Source: an optimization exercise on an open RTL-to-GDS flow (aim: small area). Production flows keep margins and buffers that such runs may drop.
The RTL was checked by simulation tests, not by an equivalence proof against the original design.
Power and IR drop assume default switching activity.

## config.mk

```make
export PLATFORM = sky130hd
export DESIGN_NAME = soc_top
export DESIGN_NICKNAME = soc_top
export VERILOG_FILES = /design/flow/design.v
export SDC_FILE = /design/flow/constraint.sdc
export NUM_CORES = 4
export LEC_CHECK = 0
export CAP_MARGIN = 0
export CORE_MARGIN = 2
export CORE_UTILIZATION = 55
export PLACE_DENSITY = 0.65
export SLEW_MARGIN = 0
export SYNTH_HIERARCHICAL = 1
```

## constraint.sdc

```tcl
create_clock -name core_clock -period 10.0 [get_ports {clk}]
set_input_delay 2.0000 -clock core_clock [delete_from_list [all_inputs] [get_ports {clk}]]
set_output_delay 2.0000 -clock core_clock [all_outputs]
set_load 0.01 [all_outputs]
```

## design.v

```verilog
module ram_rd_aoi3 (
    input wire [2:0] sel,
    input wire [2:0] d,
    output wire y
);
    assign y = ~|(sel & d);
endmodule
module soc_top (
    input wire clk,
    input wire reset_n,
    input wire [31:0] cpu_addr,
    input wire [31:0] cpu_data_out,
    input wire cpu_write_enable,
    input wire cpu_read_enable,
    input wire cpu_interrupt_ack,
    output wire [31:0] cpu_data_in,
    output wire [7:0] led_out,
    output wire timer_interrupt,
    output wire [7:0] timer_count,
    output wire [31:0] ram_data_out,
    output wire [7:0] ram_addr_debug
);
    integer i;
    genvar g;
    wire timer_select = (cpu_addr[31:16] == 16'h4000);
    wire led_select   = (cpu_addr[31:16] == 16'h4001);
    wire ram_select   = (cpu_addr[31:16] == 16'h2000);
    wire timer_rd = cpu_read_enable & timer_select;
    wire timer_wr = cpu_write_enable & timer_select;
    wire led_rd   = cpu_read_enable & led_select;
    wire led_wr   = cpu_write_enable & led_select;
    wire ram_rd   = cpu_read_enable & ram_select;
    wire ram_wr   = cpu_write_enable & ram_select;
    wire off_hi0 = (cpu_addr[15:5] == 11'd0) & (cpu_addr[1:0] == 2'd0);
    wire off_00 = off_hi0 & (cpu_addr[4:2] == 3'd0);
    wire off_04 = off_hi0 & (cpu_addr[4:2] == 3'd1);
    wire off_08 = off_hi0 & (cpu_addr[4:2] == 3'd2);
    wire off_0c = off_hi0 & (cpu_addr[4:2] == 3'd3);
    wire off_10 = off_hi0 & (cpu_addr[4:2] == 3'd4);
    reg [7:0] count_reg;
    reg [7:0] load_value;
    reg timer_enable;
    reg interrupt_enable;
    reg interrupt_flag;
    reg interrupt;
    reg [7:0] prescaler_counter;
    reg [7:0] timer_data_out;
    always @(posedge clk or negedge reset_n) begin
        if (!reset_n) begin
            count_reg <= 8'h0F;
            load_value <= 8'h0F;
            timer_enable <= 1'b1;
            interrupt_enable <= 1'b1;
            interrupt_flag <= 1'b0;
            prescaler_counter <= 8'h00;
            interrupt <= 1'b0;
            timer_data_out <= 8'h00;
        end else begin
            if (timer_enable) begin
                if (&prescaler_counter) begin
                    prescaler_counter <= 8'h00;
                    if (count_reg == 8'h00) begin
                        interrupt_flag <= 1'b1;
                        if (interrupt_enable)
                            interrupt <= 1'b1;
                        count_reg <= load_value;
                    end else begin
                        count_reg <= count_reg - 1'b1;
                    end
                end else begin
                    prescaler_counter <= prescaler_counter + 1'b1;
                end
            end
            if (cpu_interrupt_ack) begin
                interrupt <= 1'b0;
                interrupt_flag <= 1'b0;
            end
            if (timer_rd) begin
                timer_data_out <= ({8{off_00}} & count_reg) |
                                  ({8{off_04}} & load_value) |
                                  {6'd0, off_08 & interrupt_enable,
                                   (off_08 & timer_enable) | (off_10 & interrupt_flag)};
            end else begin
                if (timer_wr) begin
                    if (off_04)
                        load_value <= cpu_data_out[7:0];
                    if (off_08) begin
                        timer_enable <= cpu_data_out[0];
                        interrupt_enable <= cpu_data_out[1];
                    end
                    if (off_0c & cpu_data_out[0]) begin
                        interrupt <= 1'b0;
                        interrupt_flag <= 1'b0;
                    end
                end
                timer_data_out <= 8'h00;
            end
        end
    end
    assign timer_interrupt = interrupt;
    assign timer_count = count_reg;
    reg [7:0] led_data_reg;
    reg [7:0] led_direction_reg;   
    reg [7:0] led_out_reg;
    reg [7:0] led_data_out;
    always @(posedge clk or negedge reset_n) begin
        if (!reset_n) begin
            led_data_reg <= 8'h00;
            led_direction_reg <= 8'hFF;
            led_out_reg <= 8'h00;
            led_data_out <= 8'h00;
        end else begin
            led_out_reg <= led_data_reg & led_direction_reg;
            if (led_rd) begin
                led_data_out <= ({8{off_00}} & led_data_reg) |
                                ({8{off_04}} & led_direction_reg) |
                                ({8{off_08}} & led_out_reg);
            end else begin
                if (led_wr & off_00)
                    led_data_reg <= cpu_data_out[7:0];
                if (led_wr & off_04)
                    led_direction_reg <= cpu_data_out[7:0];
                led_data_out <= 8'h00;
            end
        end
    end
    assign led_out = led_out_reg;
    wire [5:0] ram_index = cpu_addr[7:2];
    reg [63:0] ram_valid;
    reg ram_read_flag;
    reg [5:0] ram_read_index;
    reg [31:0] ram_word [0:63];
    always @(posedge clk or negedge reset_n) begin
        if (!reset_n) begin
            ram_valid <= 64'd0;
            ram_read_flag <= 1'b0;
        end else begin
            ram_read_flag <= ram_rd & ~ram_wr;
            if (ram_wr)
                ram_valid[ram_index] <= 1'b1;
        end
    end
    always @(posedge clk)
        ram_read_index <= ram_index;
    generate
        for (g = 0; g < 64; g = g + 1) begin : ram_w
            always @(posedge clk)
                if (ram_wr && ram_index == g)
                    ram_word[g] <= cpu_data_out;
        end
    endgenerate
    reg [7:0] rsel_lo, rsel_hi;
    always @(*) begin
        for (i = 0; i < 8; i = i + 1) begin
            rsel_lo[i] = ram_read_index[2:0] == i;
            rsel_hi[i] = ram_read_flag & (ram_read_index[5:3] == i);
        end
    end
    wire [63:0] rsel;
    generate
        for (g = 0; g < 64; g = g + 1) begin : ram_s
            assign rsel[g] = ram_valid[g] & rsel_lo[g % 8] & rsel_hi[g / 8];
        end
    endgenerate
    wire [31:0] ram_read_data;
    generate
        for (g = 0; g < 32; g = g + 1) begin : ram_b
            wire [63:0] d;
            wire [21:0] t;
            genvar k;
            for (k = 0; k < 64; k = k + 1) begin : dk
                assign d[k] = ram_word[k][g];
            end
            for (k = 0; k < 21; k = k + 1) begin : tk
                ram_rd_aoi3 u (.sel(rsel[3*k+2:3*k]), .d(d[3*k+2:3*k]), .y(t[k]));
            end
            assign t[21] = ~(rsel[63] & d[63]);
            assign ram_read_data[g] = ~&t;
        end
    endgenerate
    assign ram_data_out = ram_read_data;
    assign ram_addr_debug = cpu_addr[7:0];
    assign cpu_data_in = {24'd0, ({8{timer_select}} & timer_data_out) |
                                 ({8{led_select}} & led_data_out)} |
                         ({32{ram_select}} & ram_read_data);
endmodule
```

## flow/run.sh

```bash
#!/bin/bash
# The standard layout (the standard.sh, all steps, standard synthesis),
# with two changes to how cells are chosen:
#  - every input and output port still gets its own buffer, but a buf_1
#    rather than the larger default pick;
#  - clock tree synthesis uses clkbuf_8 sink clusters of at most 18 flops
#    within 45 um and inserts no dummy loads.
set -euo pipefail
P=sky130_fd_sc_hd__
export BUFFER_PORTS_ARGS="-buffer_cell ${P}buf_1"
export CTS_ARGS="-sink_clustering_enable -repair_clock_nets -dont_use_dummy_load -buf_list {${P}clkbuf_8} -sink_clustering_size 18 -sink_clustering_max_diameter 45"
bash standard.sh finish > flow_make.log 2>&1
```

## standard.sh

```bash
#!/bin/bash
# synth_recipe.tcl (not shown) runs the flow's synth.tcl, then flattens the netlist and writes it again
# the make line also repeats each setting of config.mk as NAME=value (left out here)
make -C /OpenROAD-flow-scripts/flow DESIGN_CONFIG=/design/flow/config.mk WORK_HOME=/design/flow/orfs CLKGATE_MAP_FILE= SYNTH_SCRIPT=/design/flow/synth_recipe.tcl "${@:-finish}"
```

==> results of run 1 <==
## report_power, final
part / total (mW) / internal (mW) / switching [mW] / leakage, nW
Clock: 4.31 / 1.63 / 2.68 / 1.32
Combinational: 0.254 / 0.0281 / 0.226 / 5.15
Sequential: 10.0 / 9.99 / 0.00184 / 20.2
## worst min path at each step
stage | from | to | slack [ps] | cells past startpoint
after floorplan | ram_valid[33]$_DFFE_PN0P_ | ram_valid[33]$_DFFE_PN0P_ | 420 | 1
after global placement | ram_valid[44]$_DFFE_PN0P_ | ram_valid[44]$_DFFE_PN0P_ | 430 | 1
after detailed placement | ram_valid[43]$_DFFE_PN0P_ | ram_valid[43]$_DFFE_PN0P_ | 440 | 1
after CTS | ram_valid[36]$_DFFE_PN0P_ | ram_valid[36]$_DFFE_PN0P_ | 450 | 1
after global routing | ram_valid[43]$_DFFE_PN0P_ | ram_valid[43]$_DFFE_PN0P_ | 470 | 1
final | ram_valid[53]$_DFFE_PN0P_ | ram_valid[53]$_DFFE_PN0P_ | 450 | 1
## kinds of logic after synthesis
kind of cell	Yosys count	synth area share [%]
DFF	2187	84.17
AOI/OAI and AO/OA	839	10.49
and+or+nand+nor	575	4.317
buffers and inverters	65	0.3696
muxes	30	0.4360
xor gates and xnor gates	8	0.09078
adders and majority gates	8	0.1297
## layer usage
metal	share of wire, %	track usage (%)	wire (µm)	up-vias
li1	-	-	-	17630
met1	37	43.23	82670	22480
met2	46	47.82	103500	3029
met3	12	6.234	26510	414
met4	4.4	12.97	9864	14
met5	0.039	0	86	-
## modules after synthesis, one instance, submodules excluded
module | area, µm² | copies in the design | flops+latches
soc_top | 70460 | 1 | 2187
ram_rd_aoi3 | 10.01 | 672 | 0
## through the flow
stage / power, mW / setup WS (ps)
after global placement: 10.44 / 3847
final: 14.56 / 3069
after detailed placement: 10.45 / 3785
after global routing: 14.91 / 2947
after CTS: 14.58 / 3075
after floorplan: 10.23 / 4508
## final cells by class
type                    count  share of cell area [%]
flip-flops and latches   2187                   77.32
repair buffers            292                   1.960
well taps                1876                   2.794
inverters                  17                 0.07594
diodes                      8                 0.02383
multi-input cells        1460                   14.83
clock buffers             183                   2.998
## synth_stat cells (all sizes together) (4+ instances only)
cell / count
nand4: 135
o211a: 5
a2111o: 27
a21o: 24
nand2: 69
clkbuf: 31
ha: 8
a222oi: 673
o21bai: 33
a32oi: 6
or4: 33
a22o: 4
nor2: 103
nor4: 19
nor3b: 8
and4: 4
dfstp: 18
dfxtp: 6
nand4b: 4
nor3: 12
and3: 71
a22oi: 15
mux2: 29
edfxtp: 2048
o21ai: 16
inv: 17
a31o: 10
nand3: 60
buf: 17
dfrtp: 115
and2: 12
nand3b: 4
a21oi: 15
xnor2: 6
nor2b: 26
## worst max-delay path, cell delays in order, from the launching register on
cell      delay, ps
dfrtp_1         400
nand2_1         110
nor3_1          150
and3_2          560
a222oi_1        630
nand4_1         430
or4_1           830
a2111o_1        530
nor2b_1         160
buf_1           160
==> run summary, run 1 <==
- Number of vias per cell: around 7.2
- Total gr overflow: 0
- Later-pin clock latency in the skew report: 940 ps
- TritonCTS Buffers: 183
- Setup TNS: 0 ps
- Placed Instances: 5832
- Final Cycle Share: 69.31%
- Post_cts resized: 0
- Pwr Density: about 170 nW/µm²
- Top post-synthesis cells by area: edfxtp_1 (80%), a222oi_1 (8.7%), dfrtp_1 (3.7%), nand4_1 (1.1%), dfstp_2 (0.61%)
- Capture point of the critical path: cpu_data_in[26]
- WP data arrival: 4930 ps
- GP Congestion: 0.9308
- R2r setup slk: 7890 ps
- First-pass GRT wire length: 308600 µm
- # fillers: 9995
- Layout cells sized above 1: approximately 13%
- CP startpoint kind: register
- Crit path kind: reg -> out
- Worst setup EP type: output pin
- GRT Total Usage: 30.88%
- Port Buffers: 157
- Non-Filler Instances: 6023
- Fmax: 0.1443 GHz
- Final nets: 4218
- Initial core utilization: 55.39%
- Pre-antenna DRT Iters: 9
- Max reg flops: 2048
- DP Area: 81480 µm²
- Synth Register Bits: 2187
- Post-synth net total: 3789
- Sequential fraction of the synthesis area: a little over four fifths
- DRC Markers: 0
- CTS Hold Bufs: 0
- CTS sink count: 2187
- Vias: 43570
- Largest net degree at the start of global routing: 71
- IO Count: 158
- Slew margin rel.: 7.931%
- Leakage: between 20 and 30 nW
- Postcts setup bufs: 0
- Most frequent cells in the layout: edfxtp_1 (2048), a222oi_1 (673), clkbuf_8 (183)
- Status: no timing/DRC/antenna violations
- Clk_skew: 57.72 ps
- Layout area overhead: 8.852%
- CP Data Required Time: ~8000 ps
- Core Rows: around 140
- Fraction of registers with async set/reset: under 10%
- Fin area: 84020 µm²
- Worst reg2reg startpoint: timer_enable$_DFFE_PN1P_
- Initial antenna violation count: 23
- Total number of H-tree levels: 4
- Final antenna-violating net count: 0
- Area leader, netlist: edfxtp_1
- Max VDD drop: 115.7 µV
- Clock Root Buffer: clkbuf_8
- Post-DP HPWL: 122900 µm
- Multi-input gate area: 12460 µm²
- Die area: 143400 µm²
- Final Hold Vio Count: 0
- Worst Hold Class: reg -> reg
- Post-synth EDFFs: roughly 2000
- Crit path from: ram_read_flag$_DFF_PN0_
- Unrepaired setup endpoints after global routing: no
- Core Region: roughly 140000 µm²
- Worst-path clk slew: around 80 ps
- Largest Register: ram_word
- Synthesized area: 77190 µm²
- Crit Path Max Fanout: 32
- Final setup vio count: 0
- Die height: 378.6 µm
- Slew Limit Fails: 0
- Wire per inst: 36.97 µm
- DRT Wirelength: 222700 µm
- Chip width: 378.6 µm
- Longest Clk Path Bufs: 3
- Synth Flop Type: edfxtp_1
- Yosys warns: 8
- Library cells used by synthesis: 65
- Final min period: 6931 ps
- Actual slew at the worst max-slew pin: 1381 ps
- Final Util: roughly 60%
- RR Endpoint: count_reg[6]$_DFFE_PN0P_
- Leading cell type in the layout, fill and taps excluded: edfxtp_1
- Post-Syn Area per Cell: 20.79 µm²
- Max_cap viols: 0
- Initial drt markers: 9707
- Cell count after synthesis: 3712
- Biggest regs: ram_word (2048), ram_valid (64)
- Worst reg2reg path depth: 4
- Final hold slack: 450.3 ps
- Total area of sequential cells: 64970 µm²
- Synth top area share: 79.67%
- Vias in the first global route: 41130
- CTS tree: yes
==> run 2: changes to the inputs <==
==> run.sh (new file) <==
#!/bin/bash
# synth_recipe.tcl (not shown) runs the flow's synth.tcl, then flattens the netlist and writes it again
# the make line also repeats each setting of config.mk as NAME=value (left out here)
make -C /OpenROAD-flow-scripts/flow DESIGN_CONFIG=/design/flow/config.mk WORK_HOME=/design/flow/orfs CLKGATE_MAP_FILE= SYNTH_SCRIPT=/design/flow/synth_recipe.tcl finish
--- a/config.mk
+++ b/config.mk
@@ -8,6 +8,9 @@
 export CAP_MARGIN = 0
 export CORE_MARGIN = 2
 export CORE_UTILIZATION = 55
+export CTS_BUF_LIST = sky130_fd_sc_hd__clkbuf_16
+export CTS_CLUSTER_DIAMETER = 60
+export CTS_CLUSTER_SIZE = 30
 export PLACE_DENSITY = 0.65
 export SLEW_MARGIN = 0
 export SYNTH_HIERARCHICAL = 1
removed: flow/run.sh
removed: standard.sh
==> run 2 against run 1 <==
Count of clock-buffer cells in the layout is 44 lower; core utilization is 2.1 points higher; critical endpoint is now cpu_data_in[12]; final cell count is 1.1% higher; first-iteration DRC count is 1.0% higher; synthesized area stayed put.
==> run summary, run 2 <==
- Layout cells sized above 1: 13.64% (+1.1 points)
- Post-synth net total: 3789 (unchanged)
- CP Data Required Time: 8000 ps (about the same)
- Biggest regs: ram_word (2048), ram_valid (64)
- Worst reg2reg path depth: 5 (+1)
- Library cells used by synthesis: 65 (unchanged)
- Leading cell type in the layout, fill and taps excluded: edfxtp_1
- Total gr overflow: 0 (unchanged)
- Final antenna-violating net count: 0 (unchanged)
- Setup TNS: 0 ps (unchanged)
- Postcts setup bufs: 0 (unchanged)
- Core Rows: 137 (unchanged)
- Worst Hold Class: reg -> reg
- Top post-synthesis cells by count: edfxtp_1 (2048), a222oi_1 (673), nand4_1 (134), dfrtp_1 (115), nor2_1 (103)
- Max reg flops: 2048 (unchanged)
- Final setup vio count: 0 (unchanged)
- Fmax: 0.1352 GHz (-6.3%)
- Capture point of the critical path: cpu_data_in[12]
- Dpl ws: 3074 ps (-710.6 ps)
- Worst setup EP type: output pin
- Leakage: 28.00 nW (+4.8%)
- Synth top area share: 79.67% (unchanged)
- Final Cycle Share: 73.96% (+4.6 points)
- Top post-synthesis cells by area: edfxtp_1 (80%), a222oi_1 (8.7%), dfrtp_1 (3.7%), nand4_1 (1.1%), dfstp_2 (0.61%)
- Most frequent cells in the layout: edfxtp_1 (2048), a222oi_1 (673), buf_4 (146)
- Final Worst Setup Slack: 2604 ps (-465.0 ps)
- Crit Path Max Fanout: 20 (-38%)
- CP startpoint kind: register
- Layout area overhead: 12.66%
- Final nets: 4181 (-0.88%)
- Wire per inst: 37.06 µm (+0.26%)
- Unrepaired setup endpoints after global routing: no
- Largest net degree at the start of global routing: 70 (-1.4%)
- DRT Wirelength: 225700 µm (+1.4%)
- Post-Syn Area per Cell: 20.79 µm² (unchanged)
- IO Count: 158 (unchanged)
- GRT Total Usage: 31.47% (+0.59 points)
- Sequential fraction of the synthesis area: 84.17% (unchanged)
- Fraction of registers with async set/reset: 6.081% (unchanged)
- Initial antenna violation count: 21 (-8.7%)
- Slowest cell on crit path: or4_1
- Initial core utilization: 55.39% (unchanged)
- Post_cts resized: 0 (unchanged)
- Clk_skew: 15.30 ps (-42.43 ps)
- Max_cap viols: 0 (unchanged)
- CTS tree: yes
- RR Endpoint: count_reg[6]$_DFFE_PN0P_
- First-pass GRT wire length: 312500 µm (+1.3%)
- Final min period: 7396 ps (+465.0 ps)
- Post-layout power: 16.32 mW (+12%)
- # fillers: 9716 (-2.8%)
- Post-synth EDFFs: 2048 (unchanged)
- Area leader, netlist: edfxtp_1
- Most frequent cell after synthesis: edfxtp_1
- Status: no timing/DRC/antenna violations
- Yosys warns: 8 (unchanged)
- Slew Limit Fails: 0 (unchanged)
- Largest Register: ram_word
- Clock Root Buffer: clkbuf_16
- DP Area: 82340 µm² (+1.1%)
- Actual slew at the worst max-slew pin: 1367 ps (-14.10 ps)
- Pwr Density: 187.6 nW/µm² (+8.3%)
- Chip width: 378.6 µm (unchanged)
- WP data arrival: 5400 ps (+470 ps)
- GP Congestion: 0.9721 (+4.4%)
- R2r setup slk: 7950 ps (+60 ps)
- Max VDD drop: 178.7 µV (+54%)
- Vias: 43970 (+0.91%)
- Initial drt markers: 9808 (+1.0%)
- DRC Markers: 0 (unchanged)
- Number of vias per cell: 7.220 (-0.20%)
- Core Region: 139400 µm² (unchanged)
- Die height: 378.6 µm (unchanged)
- Cell count after synthesis: 3712 (unchanged)
- Critical path's largest stage delay: 730 ps (-100 ps)
- Total area of sequential cells: 64970 µm² (unchanged)
- Multi-input gate area: 12450 µm² (about the same)
- Port Buffers: 157 (unchanged)
- Pre-antenna DRT Iters: 10 (+1)
- Longest Clk Path Bufs: 3 (unchanged)
- Synthesized area: 77190 µm² (unchanged)
- Cell Chain, Critical Path: nand2b_1 > nor2_1 > and3_1 > buf_4 > a222oi_1 > nand4_1 > or4_1 > a2111o_1 > nor2b_1 > clkdlybuf4s50_1
- Final Hold Vio Count: 0 (unchanged)
- Vias in the first global route: 41040 (-0.21%)
- CTS Hold Bufs: 0 (unchanged)
- Synth Register Bits: 2187 (unchanged)
- Slew margin rel.: 8.871% (+0.94 points)
- Fin area: 86960 µm² (+3.5%)
- Crit path kind: reg -> out
- Post-DP HPWL: 123800 µm (+0.78%)
- Later-pin clock latency in the skew report: 800 ps (-140 ps)
- Final Util: 62.40% (+2.1 points)
- Total number of H-tree levels: 4 (unchanged)
- TritonCTS Buffers: 135 (-26%)
- Synth Flop Type: edfxtp_1
- CTS sink count: 2187 (unchanged)
- Worst-path clk slew: 80 ps (about the same)
- Crit path from: ram_read_flag$_DFF_PN0_
- Worst reg2reg startpoint: count_reg[0]$_DFFE_PN1P_
- Die area: 143400 µm² (unchanged)
==> run 2: changes by cell type in the layout (fill, tap and decap cells not counted), sizes merged, moves of 10 or more <==
cell | before | now
buf | 259 | 179
clkbuf | 216 | 139
clkinv | 0 | 37
clkdlybuf4s50 | 0 | 124
inv | 17 | 64
clkinvlp | 0 | 10
==> run 2: cell families after synthesis <==
kind of cell    Yosys count  synth area share [%]
simple gates            575                 4.317
fa+ha+maj                 8                0.1297
flops                  2187                 84.17
mux                      30                0.4360
xor+xnor                  8               0.09078
buf+inv                  65                0.3696
compound gates          839                 10.49
==> run 2: worst min-delay path by stage <==
| stage | startpoint | endpoint | slack, ps | cells past startpoint |
|---|---|---|---|---|
| 5_1_grt | ram_valid[52]$_DFFE_PN0P_ | ram_valid[52]$_DFFE_PN0P_ | 470 | 1 |
| 4_1_cts | ram_valid[56]$_DFFE_PN0P_ | ram_valid[56]$_DFFE_PN0P_ | 460 | 1 |
| 6_report | ram_valid[56]$_DFFE_PN0P_ | ram_valid[56]$_DFFE_PN0P_ | 460 | 1 |
| 3_5_place_dp | ram_valid[43]$_DFFE_PN0P_ | ram_valid[43]$_DFFE_PN0P_ | 440 | 1 |
| 3_3_place_gp | ram_valid[36]$_DFFE_PN0P_ | ram_valid[36]$_DFFE_PN0P_ | 430 | 1 |
| 2_1_floorplan | ram_valid[33]$_DFFE_PN0P_ | ram_valid[33]$_DFFE_PN0P_ | 420 | 1 |
==> run 2: per-module statistics from Yosys, one instance, submodules excluded <==
| module | copies in the design | flops+latches | cells |
|---|---|---|---|
| soc_top | 1 | 2187 | 3040 |
| ram_rd_aoi3 | 672 | 0 | 1 |
==> run 2: power by group <==
group / total (mW) / leakage [nW] / internal [mW] / switching [mW]
Clock: 6.06 / 2.25 / 2.89 / 3.18
Combinational: 0.261 / 5.50 / 0.0392 / 0.222
Sequential: 9.99 / 20.2 / 9.99 / 0.00186
Total: 16.3 / 28.0 / 12.9 / 3.40
==> run 2: critical path: cells and delay by family (launching register included) <==
family	cells	cell delay [ps]
flops	1	400
compound gates	2	850
buf+inv	2	950
simple gates	6	2390
==> run 2: final cells by class <==
type	instances	share of cell area (%)
well taps	1876	2.699
diodes	6	0.01727
clock inverters	102	1.293
repair buffers	303	2.885
clock buffers	139	4.000
inverters	17	0.07338
multi-input cells	1460	14.32
flip-flops and latches	2187	74.71
==> run 2: stage by stage <==
stage                     instances  hold WS [ps]
after floorplan                3712         419.8
after global placement         5843         429.6
after detailed placement       5843         437.5
after CTS                      6084         455.1
after global routing           6084         468.0
final                          6090         456.8
==> run 2: layer usage <==
layer / GRT usage (%) / part of all wire (%) / vias up / wire [µm]
li1: - / - / 17750 / -
met1: 43.64 / 37 / 22810 / 83780
met3: 6.810 / 12 / 435 / 26240
met4: 12.73 / 4.3 / 22 / 9754
met5: 0 / 0.064 / - / 145
met2: 49.06 / 47 / 2953 / 105800
==> run 3: changes to the inputs <==
--- a/design.v
+++ b/design.v
@@ -44,7 +44,6 @@
     reg interrupt_flag;
     reg interrupt;
     reg [7:0] prescaler_counter;
-    reg [7:0] timer_data_out;
     always @(posedge clk or negedge reset_n) begin
         if (!reset_n) begin
             count_reg <= 8'h0F;
@@ -54,7 +53,6 @@
             interrupt_flag <= 1'b0;
             prescaler_counter <= 8'h00;
             interrupt <= 1'b0;
-            timer_data_out <= 8'h00;
         end else begin
             if (timer_enable) begin
                 if (&prescaler_counter) begin
@@ -75,12 +73,7 @@
                 interrupt <= 1'b0;
                 interrupt_flag <= 1'b0;
             end
-            if (timer_rd) begin
-                timer_data_out <= ({8{off_00}} & count_reg) |
-                                  ({8{off_04}} & load_value) |
-                                  {6'd0, off_08 & interrupt_enable,
-                                   (off_08 & timer_enable) | (off_10 & interrupt_flag)};
-            end else begin
+            if (!timer_rd) begin
                 if (timer_wr) begin
                     if (off_04)
                         load_value <= cpu_data_out[7:0];
@@ -93,35 +86,49 @@
                         interrupt_flag <= 1'b0;
                     end
                 end
-                timer_data_out <= 8'h00;
             end
         end
     end
+    wire [7:0] timer_read_value = ({8{off_00}} & count_reg) |
+                                  ({8{off_04}} & load_value) |
+                                  {6'd0, off_08 & interrupt_enable,
+                                   (off_08 & timer_enable) | (off_10 & interrupt_flag)};
     assign timer_interrupt = interrupt;
     assign timer_count = count_reg;
     reg [7:0] led_data_reg;
     reg [7:0] led_direction_reg;   
     reg [7:0] led_out_reg;
-    reg [7:0] led_data_out;
     always @(posedge clk or negedge reset_n) begin
         if (!reset_n) begin
             led_data_reg <= 8'h00;
             led_direction_reg <= 8'hFF;
             led_out_reg <= 8'h00;
-            led_data_out <= 8'h00;
         end else begin
             led_out_reg <= led_data_reg & led_direction_reg;
-            if (led_rd) begin
-                led_data_out <= ({8{off_00}} & led_data_reg) |
-                                ({8{off_04}} & led_direction_reg) |
-                                ({8{off_08}} & led_out_reg);
-            end else begin
+            if (!led_rd) begin
                 if (led_wr & off_00)
                     led_data_reg <= cpu_data_out[7:0];
                 if (led_wr & off_04)
                     led_direction_reg <= cpu_data_out[7:0];
-                led_data_out <= 8'h00;
             end
+        end
+    end
+    wire [7:0] led_read_value = ({8{off_00}} & led_data_reg) |
+                                ({8{off_04}} & led_direction_reg) |
+                                ({8{off_08}} & led_out_reg);
+    reg [7:0] tl_read_data;
+    reg timer_read_flag;
+    reg led_read_flag;
+    always @(posedge clk or negedge reset_n) begin
+        if (!reset_n) begin
+            tl_read_data <= 8'h00;
+            timer_read_flag <= 1'b0;
+            led_read_flag <= 1'b0;
+        end else begin
+            tl_read_data <= ({8{timer_rd}} & timer_read_value) |
+                            ({8{led_rd}} & led_read_value);
+            timer_read_flag <= timer_rd;
+            led_read_flag <= led_rd;
         end
     end
     assign led_out = led_out_reg;
@@ -180,7 +187,7 @@
     endgenerate
     assign ram_data_out = ram_read_data;
     assign ram_addr_debug = cpu_addr[7:0];
-    assign cpu_data_in = {24'd0, ({8{timer_select}} & timer_data_out) |
-                                 ({8{led_select}} & led_data_out)} |
+    wire tl_read_sel = (timer_select & timer_read_flag) | (led_select & led_read_flag);
+    assign cpu_data_in = {24'd0, {8{tl_read_sel}} & tl_read_data} |
                          ({32{ram_select}} & ram_read_data);
 endmodule
==> flow/run.sh (new file) <==
#!/bin/bash
# The standard layout (the standard.sh, all steps, standard synthesis),
# with two changes to how cells are chosen:
#  - every input and output port still gets its own buffer, but a buf_1
#    rather than the larger default pick;
#  - clock tree synthesis uses clkbuf_8 sink clusters of at most 18 flops
#    within 45 um and inserts no dummy loads.
set -euo pipefail
P=sky130_fd_sc_hd__
export BUFFER_PORTS_ARGS="-buffer_cell ${P}buf_1"
export CTS_ARGS="-sink_clustering_enable -repair_clock_nets -dont_use_dummy_load -buf_list {${P}clkbuf_8} -sink_clustering_size 18 -sink_clustering_max_diameter 45"
bash standard.sh finish > flow_make.log 2>&1
==> standard.sh (new file) <==
#!/bin/bash
# synth_recipe.tcl (not shown) runs the flow's synth.tcl, then flattens the netlist and writes it again
# the make line also repeats each setting of config.mk as NAME=value (left out here)
make -C /OpenROAD-flow-scripts/flow DESIGN_CONFIG=/design/flow/config.mk WORK_HOME=/design/flow/orfs CLKGATE_MAP_FILE= SYNTH_SCRIPT=/design/flow/synth_recipe.tcl "${@:-finish}"
--- a/config.mk
+++ b/config.mk
@@ -8,9 +8,6 @@
 export CAP_MARGIN = 0
 export CORE_MARGIN = 2
 export CORE_UTILIZATION = 55
-export CTS_BUF_LIST = sky130_fd_sc_hd__clkbuf_16
-export CTS_CLUSTER_DIAMETER = 60
-export CTS_CLUSTER_SIZE = 30
 export PLACE_DENSITY = 0.65
 export SLEW_MARGIN = 0
 export SYNTH_HIERARCHICAL = 1
removed: run.sh
==> run 3 against run 2 <==
Register-to-register slack lost 140 ps; synthesized area is 0.36% lower; combinational power fell by 2%; critical endpoint is now cpu_data_in[14]; highest routed layer unchanged.
==> run summary, run 3 <==
- Longest Clk Path Bufs: 3 (unchanged)
- Main combinational cell family by area after synthesis: compound AO/OA/AOI/OAI gates
- R2r setup slk: 7810 ps (-140 ps)
- Leading cell type in the layout, fill and taps excluded: edfxtp_1
- Final nets: 4180 (-0.024%)
- Die height: 378.0 µm (-0.18%)
- Largest Register: ram_word
- Most frequent cells in the layout: edfxtp_1 (2048), a222oi_1 (681), clkbuf_8 (183)
- Cell count after synthesis: 3672 (-1.1%)
- CTS sink count: 2181 (-0.27%)
- Setup TNS: 0 ps (unchanged)
- Clk_skew: 94.48 ps (+79.18 ps)
- CP startpoint kind: register
- WP data arrival: 5270 ps (-130 ps)
- Post-Syn Area per Cell: 20.95 µm² (+0.72%)
- Hold path cells: 1 (unchanged)
- GRT Total Usage: 31.77% (+0.30 points)
- DRT Wirelength: 227900 µm (+0.94%)
- Post-synth EDFFs: 2048 (unchanged)
- Crit Path Max Fanout: 32 (+60%)
- Worst reg2reg path depth: 4 (-1)
- Number of vias per cell: 7.320 (+1.4%)
- Synth top area share: 79.96% (+0.29 points)
- Post_cts resized: 0 (unchanged)
- Synth Register Bits: 2181 (-0.27%)
- Wire per inst: 38.05 µm (+2.7%)
- Final Hold Vio Count: 0 (unchanged)
- Critical path's largest stage delay: 900 ps (+170 ps)
- Leakage: 26.62 nW (-4.9%)
- Pre-antenna DRT Iters: 10 (unchanged)
- Slowest cell on crit path: or4_1
- Die area: 142800 µm² (-0.36%)
- Max VDD drop: 136.1 µV (-24%)
- Area leader, netlist: edfxtp_1
- First-pass GRT wire length: 314300 µm (+0.56%)
- CTS Hold Bufs: 0 (unchanged)
- Initial drt markers: 9854 (+0.47%)
- Dpl ws: 3228 ps (+153.9 ps)
- Later-pin clock latency in the skew report: 960 ps (+160 ps)
- Layout area overhead: 8.941%
- Postcts setup bufs: 0 (unchanged)
- Total number of H-tree levels: 4 (unchanged)
- Initial antenna violation count: 28 (+33%)
- Sequential fraction of the synthesis area: 84.28% (+0.11 points)
- Largest net degree at the start of global routing: 70 (unchanged)
- Most frequent cell after synthesis: edfxtp_1
- Total gr overflow: 0 (unchanged)
- Top post-synthesis cells by count: edfxtp_1 (2048), a222oi_1 (681), nand4_1 (132), dfrtp_1 (109), nor2_1 (82)
- Core Rows: 137 (unchanged)
- Max reg flops: 2048 (unchanged)
- Port Buffers: 157 (unchanged)
- Post-synth net total: 3750 (-1.0%)
- Cell Chain, Critical Path: and3b_1 > and3_2 > a222oi_1 > nand4_1 > or4_1 > a2111o_1 > and2_1 > buf_1
- Vias: 43830 (-0.30%)
- Post-Synth XOR/XNOR Area: 0.07971% (-0.011 points)
- Actual slew at the worst max-slew pin: 1266 ps (-100.6 ps)
- Library cells used by synthesis: 62 (-4.6%)
- CP Data Required Time: 8000 ps (about the same)
- Status: no timing/DRC/antenna violations
- Fmax: 0.1376 GHz (+1.8%)
- Worst Hold Class: reg -> reg
- Chip width: 378.0 µm (-0.18%)
- Core Region: 139200 µm² (-0.12%)
- Final antenna-violating net count: 0 (unchanged)
- Initial core utilization: 55.26% (-0.13 points)
- Fraction of registers with async set/reset: 5.823% (-0.26 points)
- Top post-synthesis cells by area: edfxtp_1 (80%), a222oi_1 (8.9%), dfrtp_1 (3.5%), nand4_1 (1.1%), and3_1 (0.62%)
- DRC Markers: 0 (unchanged)
- Final setup vio count: 0 (unchanged)
- Vias in the first global route: 40890 (-0.37%)
- Synth Flop Type: edfxtp_1
- Clock Root Buffer: clkbuf_8
- Compound-cell area share of the yosys netlist: 10.51% (+0.022 points)
- Slew margin rel.: 14.87% (+6.0 points)
- Biggest regs: ram_word (2048), ram_valid (64)
- Crit path from: ram_read_index[0]$_DFF_P_
- Synthesized area: 76910 µm² (-0.36%)
- Adder-cell share of the synthesized area: 0.1464% (+0.017 points)
- Unrepaired setup endpoints after global routing: no
- Worst reg2reg startpoint: timer_enable$_DFFE_PN1P_
- Multiplexer area fraction after synthesis: 0.4636% (+0.028 points)
- Yosys warns: 8 (unchanged)
- CTS tree: yes
- Capture point of the critical path: cpu_data_in[14]
- Non-Filler Instances: 5988 (-1.7%)
- Final Worst Setup Slack: 2733 ps (+129.7 ps)
- Post-DP HPWL: 123900 µm (about the same)
- Placed Instances: 5793 (-0.86%)
- Worst setup EP type: output pin
- TritonCTS Buffers: 183 (+36%)
- Final Cycle Share: 72.67% (-1.3 points)
- Simple-Gate Fraction of Synth Area: 4.147% (-0.17 points)
- IO Count: 158 (unchanged)
- Final min period: 7267 ps (-129.7 ps)
- Final Util: 60.20% (-2.2 points)
- Slew Limit Fails: 0 (unchanged)
- RR Endpoint: count_reg[6]$_DFFE_PN0P_
- GP Congestion: 0.9590 (-1.3%)
- Worst-path clk slew: 80 ps (about the same)
- Max_cap viols: 0 (unchanged)
- Pwr Density: 173.3 nW/µm² (-7.6%)
- Crit path kind: reg -> out
- Layout cells sized above 1: 12.95% (-0.69 points)
==> run 3: metal layers <==
metal	vias up	track usage, %	routed length (µm)
met5	-	0	87
met4	14	11.13	8197
met3	440	8.475	31070
met2	3261	48.80	105200
met1	22610	44.42	83320
li1	17510	-	-
==> run 3: final cells by class <==
cell class              instances  area [µm²]
multi-input cells            1429       12340
clock buffers                 183        2519
repair buffers                299        1699
fillers                     10060       55400
well taps                    1876        2347
inverters                       8       30.03
flip-flops and latches       2181       64820
diodes                         12       30.03
==> run 3: critical path, delay by kind of cell, from the launching register on <==
kind            cells  cell delay (ps)
flops               1              440
buf+inv             1              120
simple gates        5             2700
compound gates      2             1000
==> run 3: through the flow <==
| step | area [µm²] | hold slack, ps | power, mW |
|---|---|---|---|
| finish | 83790 | 456.5 | 14.52 |
| global placement | 81240 | 428.9 | 10.42 |
| floorplan | 76910 | 419.8 | 10.21 |
| global route | 83760 | 470.3 | 14.87 |
| detailed placement | 81240 | 439.5 | 10.43 |
| CTS | 83760 | 454.3 | 14.55 |
==> run 3: cells by family (layout without fill, tap and decap cells) <==
group	count (synthesis)	count (layout)
buf+inv	62	490
compound gates	827	827
mux	32	32
simple gates	554	554
flops	2181	2181
xor+xnor	7	7
other cells	0	12
fa+ha+maj	9	9
==> run 3: report_power, final <==
group	total, mW	internal (mW)	switching (mW)
registers	9.97	9.97	0.00176
logic	0.256	0.0276	0.228
clock network	4.29	1.63	2.67
total	14.5	11.6	2.90
==> run 3: worst min path at each step <==
stage,from,end,slack [ps]
6_report,ram_valid[59]$_DFFE_PN0P_,ram_valid[59]$_DFFE_PN0P_,460
5_1_grt,ram_valid[38]$_DFFE_PN0P_,ram_valid[38]$_DFFE_PN0P_,470
4_1_cts,ram_valid[58]$_DFFE_PN0P_,ram_valid[58]$_DFFE_PN0P_,450
3_5_place_dp,ram_valid[57]$_DFFE_PN0P_,ram_valid[57]$_DFFE_PN0P_,440
3_3_place_gp,ram_valid[44]$_DFFE_PN0P_,ram_valid[44]$_DFFE_PN0P_,430
2_1_floorplan,ram_valid[36]$_DFFE_PN0P_,ram_valid[36]$_DFFE_PN0P_,420
==> run 3: modules after synthesis, one instance, submodules excluded <==
module       cells  copies in the design
soc_top       3000                     1
ram_rd_aoi3      1                   672
==> run 4: changes to the inputs <==
==> flow/run.sh (replaced) <==
#!/bin/bash
# The standard layout (the standard.sh, all steps, standard synthesis),
# with two changes to how cells are chosen:
#  - every input and output port still gets its own buffer, but a buf_1
#    rather than the larger default pick;
#  - clock tree synthesis uses clkbuf_8 sink clusters of at most 18 flops
#    within 65 um and inserts no dummy loads.
set -euo pipefail
P=sky130_fd_sc_hd__
export BUFFER_PORTS_ARGS="-buffer_cell ${P}buf_1"
export CTS_ARGS="-sink_clustering_enable -repair_clock_nets -dont_use_dummy_load -buf_list {${P}clkbuf_8} -sink_clustering_size 18 -sink_clustering_max_diameter 65"
bash standard.sh finish > flow_make.log 2>&1
==> run 4 against run 3 <==
Still clean; register-to-register slack worse by 30 ps; final cell count decreased by 0.62%; first-iteration DRC count fell by 0.81%; synthesized cell count is the same; combinational power about the same; core utilization is 0.38 points lower; clock power decreased by 9.6%; largest cell class unchanged.
==> run summary, run 4 <==
- Sequential fraction of design power: 70.7% (+2.0 points)
- Slowest cell on crit path: or4_1
- Core Region: 139200 µm² (unchanged)
- Fraction of registers with async set/reset: 5.823% (unchanged)
- Yosys warns: 8 (unchanged)
- CTS tree: yes
- Final Worst Setup Slack: 2843 ps (+109.1 ps)
- Leakage: 26.34 nW (-1.1%)
- Layout cells sized above 1: 12.12% (-0.84 points)
- Hold path cells: 1 (unchanged)
- Max VDD drop: 140.6 µV (+3.3%)
- Max reg flops: 2048 (unchanged)
- Slew Limit Fails: 0 (unchanged)
- Capture point of the critical path: cpu_data_in[14]
- Largest Register: ram_word
- Final setup vio count: 0 (unchanged)
- Wire per inst: 38.19 µm (+0.36%)
- Synth Flop Type: edfxtp_1
- Critical path's largest stage delay: 890 ps (about the same)
- CP startpoint kind: register
- GP Congestion: 0.9590 (unchanged)
- Post-layout power: 14.10 mW (-2.9%)
- CTS Hold Bufs: 0 (unchanged)
- Final nets: 4141 (-0.93%)
- Largest net degree at the start of global routing: 70 (unchanged)
- Biggest regs: ram_word (2048), ram_valid (64)
- Cell count after synthesis: 3672 (unchanged)
- Die area: 142800 µm² (unchanged)
- Top post-synthesis cells by area: edfxtp_1 (80%), a222oi_1 (8.9%), dfrtp_1 (3.5%), nand4_1 (1.1%), and3_1 (0.62%)
- Post-synth net total: 3750 (unchanged)
- CTS sink count: 2181 (unchanged)
- Area leader, netlist: edfxtp_1
- Clock share of power: 27.5% (-2.1 points)
- Synth top area share: 79.96% (unchanged)
- Combinational share of power: 1.8% (about the same)
- Multiplexer area fraction after synthesis: 0.4636% (unchanged)
- Final antenna-violating net count: 0 (unchanged)
- Layout area overhead: 8.250%
- Total gr overflow: 0 (unchanged)
- Worst reg2reg path depth: 4 (unchanged)
- Most frequent cells in the layout: edfxtp_1 (2048), a222oi_1 (681), clkbuf_8 (144)
- Post-Synth XOR/XNOR Area: 0.07971% (unchanged)
- Most frequent cell after synthesis: edfxtp_1
- Setup TNS: 0 ps (unchanged)
- RR Endpoint: count_reg[6]$_DFFE_PN0P_
- Core Rows: 137 (unchanged)
- DP Area: 81240 µm² (unchanged)
- Initial antenna violation count: 25 (-11%)
- Adder-cell share of the synthesized area: 0.1464% (unchanged)
- First-pass GRT wire length: 313500 µm (-0.27%)
- Pwr Density: 169.4 nW/µm² (-2.3%)
- Unrepaired setup endpoints after global routing: no
- Internal Pwr Total: 11.29 mW (-2.8%)
- Fmax: 0.1397 GHz (+1.5%)
- Dpl ws: 3228 ps (unchanged)
- CP Data Required Time: 8000 ps (about the same)
- Worst Hold Class: reg -> reg
- Worst setup EP type: output pin
- Vias in the first global route: 40500 (-0.94%)
- Pre-antenna DRT Iters: 7 (-3)
- Postcts setup bufs: 0 (unchanged)
- # fillers: 10110 (+0.53%)
- IO Count: 158 (unchanged)
- Post_cts resized: 0 (unchanged)
- Leading cell type in the layout, fill and taps excluded: edfxtp_1
- R2r setup slk: 7780 ps (-30 ps)
- Synth Register Bits: 2181 (unchanged)
- TritonCTS Buffers: 144 (-21%)
- Cell Chain, Critical Path: nand2b_1 > nor2_1 > and3_2 > a222oi_1 > nand4_1 > or4_1 > a2111o_1 > and2_1 > buf_1
- Number of vias per cell: 7.317 (about the same)
- Crit path from: ram_read_flag$_DFF_PN0_
- DRC Markers: 0 (unchanged)
- Vias: 43550 (-0.66%)
- Multi-input gate area: 12340 µm² (unchanged)
- Initial drt markers: 9774 (-0.81%)
- Library cells used by synthesis: 62 (unchanged)
- Actual slew at the worst max-slew pin: 1263 ps (-3.429 ps)
- Final Util: 59.82% (-0.38 points)
- Compound-cell area share of the yosys netlist: 10.51% (unchanged)
- Sequential fraction of the synthesis area: 84.28% (unchanged)
- DRT Wirelength: 227200 µm (-0.27%)
- Total number of H-tree levels: 4 (unchanged)
- Max_cap viols: 0 (unchanged)
- Clk_skew: 97.13 ps (+2.654 ps)
- WP data arrival: 5160 ps (-110 ps)
- Worst reg2reg startpoint: timer_enable$_DFFE_PN1P_
- Post-Syn Area per Cell: 20.95 µm² (unchanged)
- Final Hold Vio Count: 0 (unchanged)
- Final Cycle Share: 71.57% (-1.1 points)
- Worst-path clk slew: 80 ps (about the same)
- Slew margin rel.: 15.10% (+0.23 points)
- GRT Total Usage: 31.68% (-0.093 points)
- Clock Root Buffer: clkbuf_8
- Post-synth EDFFs: 2048 (unchanged)
- Simple-Gate Fraction of Synth Area: 4.147% (unchanged)
- Top post-synthesis cells by count: edfxtp_1 (2048), a222oi_1 (681), nand4_1 (132), dfrtp_1 (109), nor2_1 (82)
- Later-pin clock latency in the skew report: 910 ps (-50 ps)
- Net switching power: 2.810 mW (-3.0%)
- Total area of sequential cells: 64820 µm² (unchanged)
- Fin area: 83260 µm² (-0.63%)
- Initial core utilization: 55.26% (unchanged)
- Status: no timing/DRC/antenna violations
- Main combinational cell family by area after synthesis: compound AO/OA/AOI/OAI gates
- Die height: 378.0 µm (unchanged)
- Chip width: 378.0 µm (unchanged)
- Crit path kind: reg -> out
- Port Buffers: 157 (unchanged)
- Crit Path Max Fanout: 32 (unchanged)
- Post-DP HPWL: 123900 µm (unchanged)
- Synthesized area: 76910 µm² (unchanged)
- Switching share of power: 19.92% (-0.030 points)
- Final min period: 7157 ps (-109.1 ps)
- Longest Clk Path Bufs: 3 (unchanged)
==> run 4: cell counts after synthesis <==
No cell type changed its count.
==> run 4: stage by stage <==
step / hold WS [ps] / std cells
after floorplan: 419.8 / 3672
after global placement: 428.9 / 5793
after detailed placement: 439.5 / 5793
after CTS: 456.9 / 5937
after global routing: 474.7 / 5940
final: 458.1 / 5951
==> run 4: critical path: cells and delay by family (launching register included) <==
family / cells / cell delay [ps]
AOI/OAI and AO/OA: 2 / 1050
buffers and inverters: 1 / 120
DFF: 1 / 400
and+or+nand+nor: 6 / 2660
==> run 4: how the worst min path moves through the flow <==
stage                                     end                      start  slack, ps
finish              ram_valid[52]$_DFFE_PN0P_  ram_valid[52]$_DFFE_PN0P_        460
global route        ram_valid[38]$_DFFE_PN0P_  ram_valid[38]$_DFFE_PN0P_        470
CTS                 ram_valid[52]$_DFFE_PN0P_  ram_valid[52]$_DFFE_PN0P_        460
detailed placement  ram_valid[57]$_DFFE_PN0P_  ram_valid[57]$_DFFE_PN0P_        440
global placement    ram_valid[44]$_DFFE_PN0P_  ram_valid[44]$_DFFE_PN0P_        430
floorplan           ram_valid[36]$_DFFE_PN0P_  ram_valid[36]$_DFFE_PN0P_        420
==> run 4: power groups by stage <==
stage          clock network, mW  logic [mW]  registers, mW
6_report                    3.88       0.255           9.97
5_1_grt                     4.20       0.268           9.97
4_1_cts                     3.92       0.252           9.97
3_5_place_dp                   0       0.252           10.2
3_3_place_gp                   0       0.245           10.2
2_1_floorplan                  0      0.0328           10.2
==> run 4: layout make-up <==
| cell class | count | area share (%) |
|---|---|---|
| sequential | 2181 | 77.86 |
| multi-input combinational | 1429 | 14.83 |
| tap | 1876 | 2.819 |
| clock buffer | 144 | 2.380 |
| timing repair buffer | 299 | 2.041 |
| antenna | 14 | 0.04208 |
| inverter | 8 | 0.03607 |
==> run 4: per-layer routing <==
metal  GRT usage (%)  part of all wire [%]
met5               0                 0.032
met3           7.121                    13
met2           48.44                    46
met1           45.30                    37
met4           11.46                   3.8
==> run 4: per-module statistics from Yosys, one instance, submodules excluded <==
module | cell area [µm²] | copies in the design
ram_rd_aoi3 | 10.01 | 672
soc_top | 70180 | 1
==> run 4: cells by family (layout without fill, tap and decap cells) <==
group                    Yosys count  count (layout)
XOR/XNOR                           7               7
adder cells (fa/ha/maj)            9               9
buffers and inverters             62             451
flip-flops                      2181            2181
AO/OA/AOI/OAI                    827             827
multiplexers                      32              32
AND/OR/NAND/NOR                  554             554
other                              0              14
==> run 5: changes to the inputs <==
--- a/design.v
+++ b/design.v
@@ -54,9 +54,9 @@
             prescaler_counter <= 8'h00;
             interrupt <= 1'b0;
         end else begin
+            prescaler_counter <= prescaler_counter + {7'd0, timer_enable};
             if (timer_enable) begin
                 if (&prescaler_counter) begin
-                    prescaler_counter <= 8'h00;
                     if (count_reg == 8'h00) begin
                         interrupt_flag <= 1'b1;
                         if (interrupt_enable)
@@ -65,8 +65,6 @@
                     end else begin
                         count_reg <= count_reg - 1'b1;
                     end
-                end else begin
-                    prescaler_counter <= prescaler_counter + 1'b1;
                 end
             end
             if (cpu_interrupt_ack) begin
@@ -143,16 +141,24 @@
             ram_read_flag <= 1'b0;
         end else begin
             ram_read_flag <= ram_rd & ~ram_wr;
-            if (ram_wr)
-                ram_valid[ram_index] <= 1'b1;
+            for (i = 0; i < 64; i = i + 1)
+                if (wsel_lo[i % 8] & wsel_hi[i / 8])
+                    ram_valid[i] <= 1'b1;
         end
     end
     always @(posedge clk)
         ram_read_index <= ram_index;
+    reg [7:0] wsel_lo, wsel_hi;
+    always @(*) begin
+        for (i = 0; i < 8; i = i + 1) begin
+            wsel_lo[i] = ram_wr & (ram_index[2:0] == i);
+            wsel_hi[i] = ram_index[5:3] == i;
+        end
+    end
     generate
         for (g = 0; g < 64; g = g + 1) begin : ram_w
             always @(posedge clk)
-                if (ram_wr && ram_index == g)
+                if (wsel_lo[g % 8] & wsel_hi[g / 8])
                     ram_word[g] <= cpu_data_out;
         end
     endgenerate
==> run 5 against run 4 <==
Still clean on timing, DRC and antenna; hold slack better by 5.9 ps; sequential cell count unchanged; fmax up 0.25%; critical path type unchanged.
==> run summary, run 5 <==
- Clock Root Buffer: clkbuf_8
- Final Worst Setup Slack: 2861 ps (+18.15 ps)
- Biggest regs: ram_word (2048), ram_valid (64)
- Leading cell type in the layout, fill and taps excluded: edfxtp_1
- Top post-synthesis cells by area: edfxtp_1 (80%), a222oi_1 (8.8%), dfrtp_1 (3.6%), nand4_1 (1.1%), dfstp_2 (0.62%)
- Setup TNS: 0 ps (unchanged)
- Status: no timing/DRC/antenna violations
- Post-Syn Area per Cell: 21.21 µm² (+1.2%)
- Worst-path clk slew: 110 ps (+30 ps)
- Post-layout power: 14.05 mW (-0.42%)
- Final antenna-violating net count: 0 (unchanged)
- Final Cycle Share: 71.39% (-0.18 points)
- CP Data Required Time: 8000 ps (about the same)
- DRT Wirelength: 218600 µm (-3.8%)
- Worst Hold Class: reg -> reg
- GP Congestion: 0.8900 (-7.2%)
- Final Hold Vio Count: 0 (unchanged)
- TritonCTS Buffers: 142 (-1.4%)
- DRC Markers: 0 (unchanged)
- Initial antenna violation count: 20 (-20%)
- Clk_skew: 56.52 ps (-40.61 ps)
- Leakage: 26.94 nW (+2.3%)
- Multi-input gate area: 11980 µm² (-3.0%)
- Total gr overflow: 0 (unchanged)
- Non-Filler Instances: 5920 (-0.52%)
- Library cells used by synthesis: 53 (-15%)
- Initial drt markers: 9008 (-7.8%)
- Longest Clk Path Bufs: 3 (unchanged)
- IO Count: 158 (unchanged)
- Core Rows: 137 (unchanged)
- Final setup vio count: 0 (unchanged)
- Dpl ws: 3281 ps (+52.95 ps)
- Worst setup EP type: output pin
- Actual slew at the worst max-slew pin: 1318 ps (+55.34 ps)
- First-pass GRT wire length: 303300 µm (-3.2%)
- Post-synth net total: 3691 (-1.6%)
- Number of vias per cell: 7.186 (-1.8%)
- Die area: 142500 µm² (-0.27%)
- Postcts setup bufs: 0 (unchanged)
- Yosys warns: 8 (unchanged)
- Die height: 377.4 µm (-0.14%)
- Synthesized area: 76700 µm² (-0.27%)
- Slew margin rel.: 11.92% (-3.2 points)
- Fmax: 0.1401 GHz (+0.25%)
- Slew Limit Fails: 0 (unchanged)
- # fillers: 9968 (-1.4%)
- Top post-synthesis cells by count: edfxtp_1 (2048), a222oi_1 (672), nand4_1 (137), dfrtp_1 (109), and3_1 (65)
- Chip width: 377.4 µm (-0.14%)
- Total area of sequential cells: 64820 µm² (unchanged)
- Post-DP HPWL: 116100 µm (-6.3%)
- Sequential fraction of the synthesis area: 84.51% (+0.23 points)
- Port Buffers: 157 (unchanged)
- Later-pin clock latency in the skew report: 890 ps (-20 ps)
- Initial core utilization: 55.17% (-0.084 points)
- Layout area overhead: 8.282% (about the same)
- Max_cap viols: 0 (unchanged)
- Area leader, netlist: edfxtp_1
- CP startpoint kind: register
- CTS tree: yes
- Core Region: 139000 µm² (-0.12%)
- Most frequent cell after synthesis: edfxtp_1
- Final hold slack: 464.0 ps (+5.925 ps)
- Final min period: 7139 ps (-18.15 ps)
- Vias: 42540 (-2.3%)
- Vias in the first global route: 40130 (-0.93%)
- Max VDD drop: 110.9 µV (-21%)
- CTS Hold Bufs: 0 (unchanged)
- Fraction of registers with async set/reset: 5.823% (unchanged)
- Final nets: 4113 (-0.68%)
- CTS sink count: 2181 (unchanged)
- Largest net degree at the start of global routing: 70 (unchanged)
- Cell count after synthesis: 3617 (-1.5%)
- Synth Flop Type: edfxtp_1
- Placed Instances: 5771 (-0.38%)
- Layout cells sized above 1: 12.36% (+0.25 points)
- Crit path kind: reg -> out
- WP data arrival: 5140 ps (-20 ps)
- Synth Register Bits: 2181 (unchanged)
- Post_cts resized: 0 (unchanged)
- GRT Total Usage: 30.60% (-1.1 points)
- Total number of H-tree levels: 4 (unchanged)
- Unrepaired setup endpoints after global routing: no
- Max reg flops: 2048 (unchanged)
- Crit Path Max Fanout: 32 (unchanged)
- Most frequent cells in the layout: edfxtp_1 (2048), a222oi_1 (672), buf_4 (169)
- Synth top area share: 80.18% (+0.22 points)
- Wire per inst: 36.92 µm (-3.3%)
- Post-synth EDFFs: 2048 (unchanged)
- Pre-antenna DRT Iters: 10 (+3)
- Largest Register: ram_word
- Pwr Density: 169.1 nW/µm² (-0.17%)
run 5: logic make-up after synthesis:
logic type / count (synthesis) / synth area share [%]
compound gates: 755 / 9.718
xor+xnor: 5 / 0.05709
fa+ha+maj: 5 / 0.08156
buf+inv: 57 / 0.3703
flops: 2181 / 84.51
mux: 42 / 0.6052
simple gates: 572 / 4.657
run 5: worst paths after layout:
path / endpoint / slack [ps] / cells past startpoint / startpoint
setup / recovery: cpu_data_in[23] / 2860 / 8 / ram_read_index[0]$_DFF_P_
hold / removal: ram_valid[1]$_DFFE_PN0P_ / 460 / 1 / ram_valid[1]$_DFFE_PN0P_
setup reg to reg: count_reg[4]$_DFFE_PN0P_ / 7960 / 4 / count_reg[3]$_DFFE_PN1P_
hold reg to reg: ram_valid[1]$_DFFE_PN0P_ / 460 / 1 / ram_valid[1]$_DFFE_PN0P_
max in group asynchronous: ram_valid[7]$_DFFE_PN0P_ / 7330 / 2 / reset_n
min in group asynchronous: count_reg[5]$_DFFE_PN0P_ / 1230 / 1 / reset_n
run 5: critical path, cell delays in order, from the launching register on:
cell and delay (ps):
dfxtp_1 440, nor3b_1 1070, and3_2 1150, a222oi_1 220, nand4_1 470, or4_1 370, a2111o_1 200, and2_1 130
buf_1 150
run 5: stage by stage:
stage	area [µm²]	util, %
2_1_floorplan	76700	-
3_3_place_gp	81080	58.32
3_5_place_dp	81080	58.32
4_1_cts	83030	59.73
5_1_grt	83040	59.73
6_report	83050	59.74
run 5: cell type report:
cell class	instances	share of cell area, %
Sequential cell	2181	78.05
Multi-Input combinational cell	1379	14.42
Tap cell	1876	2.826
Clock buffer	142	2.353
Timing Repair Buffer	326	2.290
Inverter	9	0.04068
Antenna cell	7	0.02109
run 5: modules after synthesis (local to each module, per instance):
module,cells,copies in the design
ram_rd_aoi3,1,672
soc_top,2945,1
run 5: power by group:
part / switching [mW] / leakage (nW) / internal [mW]
combinational: 0.202 / 5.76 / 0.0234
clock: 2.57 / 1.02 / 1.28
sequential: 0.00163 / 20.2 / 9.97
total: 2.77 / 26.9 / 11.3
run 5: per-layer routing:
layer  routed length (µm)  GRT usage, %  part of all wire (%)
met4                 9188         12.14                   4.2
met5                   84             0                 0.038
met1                81470         42.38                    37
met3                26840         6.943                    12
met2               101000         47.69                    46
==> run 6: changes to the inputs <==
--- a/design.v
+++ b/design.v
@@ -131,6 +131,13 @@
     end
     assign led_out = led_out_reg;
     wire [5:0] ram_index = cpu_addr[7:2];
+    reg [7:0] wsel_lo, wsel_hi;
+    always @(*) begin
+        for (i = 0; i < 8; i = i + 1) begin
+            wsel_lo[i] = ram_wr & (ram_index[2:0] == i);
+            wsel_hi[i] = ram_index[5:3] == i;
+        end
+    end
     reg [63:0] ram_valid;
     reg ram_read_flag;
     reg [5:0] ram_read_index;
@@ -148,13 +155,6 @@
     end
     always @(posedge clk)
         ram_read_index <= ram_index;
-    reg [7:0] wsel_lo, wsel_hi;
-    always @(*) begin
-        for (i = 0; i < 8; i = i + 1) begin
-            wsel_lo[i] = ram_wr & (ram_index[2:0] == i);
-            wsel_hi[i] = ram_index[5:3] == i;
-        end
-    end
     generate
         for (g = 0; g < 64; g = g + 1) begin : ram_w
             always @(posedge clk)
==> run 6 against run 5 <==
Via count stayed put; critical path type unchanged; non-clock buffer count stayed put; design area stayed put; power stayed put; sequential cell count stayed put; final cell count stayed put; sequential share of layout area stayed put; combinational power hardly changed; die area stayed put; synthesized area stayed put; still clean.
==> run summary, run 6 <==
- Library cells used by synthesis: 53 (unchanged)
- Top Layer Used: met5
- Longest Clk Path Bufs: 3 (unchanged)
- Hold Crit Start: ram_valid[1]$_DFFE_PN0P_
- Synth Flop Type: edfxtp_1
- Worst reg2reg path depth: 4 (unchanged)
- DRC Markers: 0 (unchanged)
- Post-synth EDFFs: 2048 (unchanged)
- Top post-synthesis cells by count: edfxtp_1 (2048), a222oi_1 (672), nand4_1 (137), dfrtp_1 (109), and3_1 (65)
- Final setup vio count: 0 (unchanged)
- Final min period: 7139 ps (unchanged)
- Pwr Density: 169.1 nW/µm² (unchanged)
- IO Count: 158 (unchanged)
- Initial drt markers: 9008 (unchanged)
- Unrepaired setup endpoints after global routing: no
- Final Cycle Share: 71.39% (unchanged)
- DRT Wirelength: 218600 µm (unchanged)
- Status: no timing/DRC/antenna violations
- Fin area: 83050 µm² (unchanged)
- R2r setup slk: 7960 ps (about the same)
- Final antenna-violating net count: 0 (unchanged)
- Top post-synthesis cells by area: edfxtp_1 (80%), a222oi_1 (8.8%), dfrtp_1 (3.6%), nand4_1 (1.1%), dfstp_2 (0.62%)
- Final Hold Vio Count: 0 (unchanged)
- Post_cts resized: 0 (unchanged)
- Synth top area share: 80.18% (unchanged)
- Fraction of registers with async set/reset: 5.823% (unchanged)
- Number of vias per cell: 7.186 (unchanged)
- Slew Limit Fails: 0 (unchanged)
- Critical path's largest stage delay: 1150 ps (about the same)
- Synth Register Bits: 2181 (unchanged)
- Area leader, netlist: edfxtp_1
- GRT Total Usage: 30.60% (unchanged)
- Worst Hold Class: reg -> reg
- Pre-antenna DRT Iters: 10 (unchanged)
- DP Area: 81080 µm² (unchanged)
- Met3 routed WL: 26840 µm (unchanged)
- Later-pin clock latency in the skew report: 890 ps (about the same)
- Multi-input gate area: 11980 µm² (unchanged)
- Hold path cells: 1 (unchanged)
- Worst Hold Path EP: ram_valid[1]$_DFFE_PN0P_
- Dpl ws: 3281 ps (unchanged)
- Final nets: 4113 (unchanged)
- Max_cap viols: 0 (unchanged)
- Final Worst Setup Slack: 2861 ps (unchanged)
- Post-Syn Area per Cell: 21.21 µm² (unchanged)
- Port Buffers: 157 (unchanged)
- Largest Register: ram_word
- Slowest cell on crit path: and3_2
- WP data arrival: 5140 ps (about the same)
- M1 WL: 81470 µm (unchanged)
- CP Data Required Time: 8000 ps (about the same)
- Biggest regs: ram_word (2048), ram_valid (64)
- Most frequent cells in the layout: edfxtp_1 (2048), a222oi_1 (672), buf_4 (169)
- Vias in the first global route: 40130 (unchanged)
- Wire per inst: 36.92 µm (unchanged)
- Leakage: 26.94 nW (unchanged)
- Initial antenna violation count: 20 (unchanged)
- Synthesized area: 76700 µm² (unchanged)
- Actual slew at the worst max-slew pin: 1318 ps (unchanged)
- Core Region: 139000 µm² (unchanged)
- Core Rows: 137 (unchanged)
- Post-synth net total: 3691 (unchanged)
- Total gr overflow: 0 (unchanged)
- Slew margin rel.: 11.92% (unchanged)
- CTS sink count: 2181 (unchanged)
- Setup TNS: 0 ps (unchanged)
- CTS tree: yes
- Clk_skew: 56.52 ps (unchanged)
- Max VDD drop: 110.9 µV (unchanged)
- Initial core utilization: 55.17% (unchanged)
- TritonCTS Buffers: 142 (unchanged)
- Yosys warns: 8 (unchanged)
- Fmax: 0.1401 GHz (unchanged)
- RR Endpoint: count_reg[4]$_DFFE_PN0P_
- CP startpoint kind: register
- GP Congestion: 0.8900 (unchanged)
- Die area: 142500 µm² (unchanged)
- Sequential fraction of the synthesis area: 84.51% (unchanged)
- Crit Path Max Fanout: 32 (unchanged)
- # fillers: 9968 (unchanged)
- Crit path kind: reg -> out
- Total area of sequential cells: 64820 µm² (unchanged)
- Post-DP HPWL: 116100 µm (unchanged)
- Layout area overhead: 8.282% (unchanged)
- Leading cell type in the layout, fill and taps excluded: edfxtp_1
- CTS Hold Bufs: 0 (unchanged)
- Worst-path clk slew: 110 ps (about the same)
- First-pass GRT wire length: 303300 µm (unchanged)
- Worst setup EP type: output pin
- Largest net degree at the start of global routing: 70 (unchanged)
- Max reg flops: 2048 (unchanged)
- Worst reg2reg startpoint: count_reg[3]$_DFFE_PN1P_
- Cell Chain, Critical Path: nor3b_1 > and3_2 > a222oi_1 > nand4_1 > or4_1 > a2111o_1 > and2_1 > buf_1
- Chip width: 377.4 µm (unchanged)
- Vias: 42540 (unchanged)
- Total number of H-tree levels: 4 (unchanged)
- Most frequent cell after synthesis: edfxtp_1
- Clock Root Buffer: clkbuf_8
- Die height: 377.4 µm (unchanged)
- WL met2: 101000 µm (unchanged)
- Postcts setup bufs: 0 (unchanged)
- Cell count after synthesis: 3617 (unchanged)
- Crit path buf inv count: 1 (unchanged)
- Layout cells sized above 1: 12.36% (unchanged)
- Delay-heaviest family, CP: simple AND/OR/NAND/NOR gates
## run 6: cell counts after synthesis
Identical to the previous run, type by type.
## run 6: Yosys stat by module, one instance, submodules excluded
module / cell area (µm²) / cells inside / times used / flip-flops and latches
ram_rd_aoi3: 10.01 / 1 / 672 / 0
soc_top: 69970 / 2945 / 1 / 2181
## run 6: cell type report
class	count	area share, %
multi-input cells	1379	14.42
clock buffers	142	2.353
repair buffers	326	2.290
diodes	7	0.02109
well taps	1876	2.826
flip-flops and latches	2181	78.05
inverters	9	0.04068
## run 6: report_power, final
group,switching [mW],internal (mW)
clock,2.57,1.28
sequential,0.00163,9.97
combinational,0.202,0.0234
## run 6: kinds of logic (layout without fill, tap and decap cells)
| logic type | Yosys count | in the layout | synth area share [%] |
|---|---|---|---|
| AO/OA/AOI/OAI | 755 | 755 | 9.718 |
| XOR/XNOR | 5 | 5 | 0.05709 |
| adder cells (fa/ha/maj) | 5 | 5 | 0.08156 |
| buffers and inverters | 57 | 477 | 0.3703 |
| flip-flops | 2181 | 2181 | 84.51 |
| multiplexers | 42 | 42 | 0.6052 |
| other | 0 | 7 | 0 |
| AND/OR/NAND/NOR | 572 | 572 | 4.657 |
## run 6: metrics by stage
step | util, % | cells | power [mW] | hold WS (ps)
2_1_floorplan | - | 3617 | 10.20 | 424.3
3_3_place_gp | 58.32 | 5771 | 10.39 | 437.8
3_5_place_dp | 58.32 | 5771 | 10.40 | 441.9
4_1_cts | 59.73 | 5913 | 14.09 | 465.5
5_1_grt | 59.73 | 5914 | 14.41 | 481.5
6_report | 59.74 | 5920 | 14.05 | 464.0
## run 6: how the worst max path moves through the flow
stage / startpoint / end / slack, ps / depth (start not counted)
2_1_floorplan: cpu_addr[21] / ram_word[17][0]$_DFFE_PP_ / 3740 / 6
5_1_grt: ram_read_index[0]$_DFF_P_ / cpu_data_in[23] / 2710 / 8
4_1_cts: ram_read_index[0]$_DFF_P_ / cpu_data_in[10] / 2910 / 8
3_3_place_gp: cpu_addr[21] / cpu_data_in[9] / 3340 / 7
3_5_place_dp: cpu_addr[21] / cpu_data_in[15] / 3280 / 7
6_report: ram_read_index[0]$_DFF_P_ / cpu_data_in[23] / 2860 / 8
## run 6: layer usage
layer	up-vias	track usage [%]
met5	-	0
li1	17260	-
met2	2970	47.69
met4	12	12.14
met3	413	6.943
met1	21890	42.38

## separate check: timing with driven ports
The results above use ideal ports. As a check the final layouts listed here were re-extracted and re-timed, cells and wires unchanged. Step 1, drivers: a clkbuf_16 drives clk and a buf_2 each remaining input, both assumed. Step 2 times the ports against the registers' clock, not the clock port: input delays grow and output delays shrink by t, the midpoint of the rising clock arrivals with the driver on. Slacks: no drivers / after step 1 / after step 2; pairs: no drivers / after step 1.
run	t, ns	slack for setup (ns)	slew at the worst register clock pin (ns)	worst data-port slew with drivers (ns)	cell pins on the clock port's net
run 1	1.006	3.069 / 2.980 / 3.748	0.11 / 0.11	0.05	1
run 2	0.877	2.604 / 2.519 / 3.084	0.10 / 0.10	0.06	1
run 3	1.012	2.733 / 2.653 / 3.164	0.12 / 0.12	0.11	1
run 4	0.958	2.843 / 2.763 / 3.174	0.12 / 0.12	0.11	1
run 5	0.947	2.861 / 2.785 / 3.273	0.12 / 0.12	0.04	1
run 6	0.947	2.861 / 2.785 / 3.273	0.12 / 0.12	0.04	1
After both steps setup and hold are still met in every run listed.
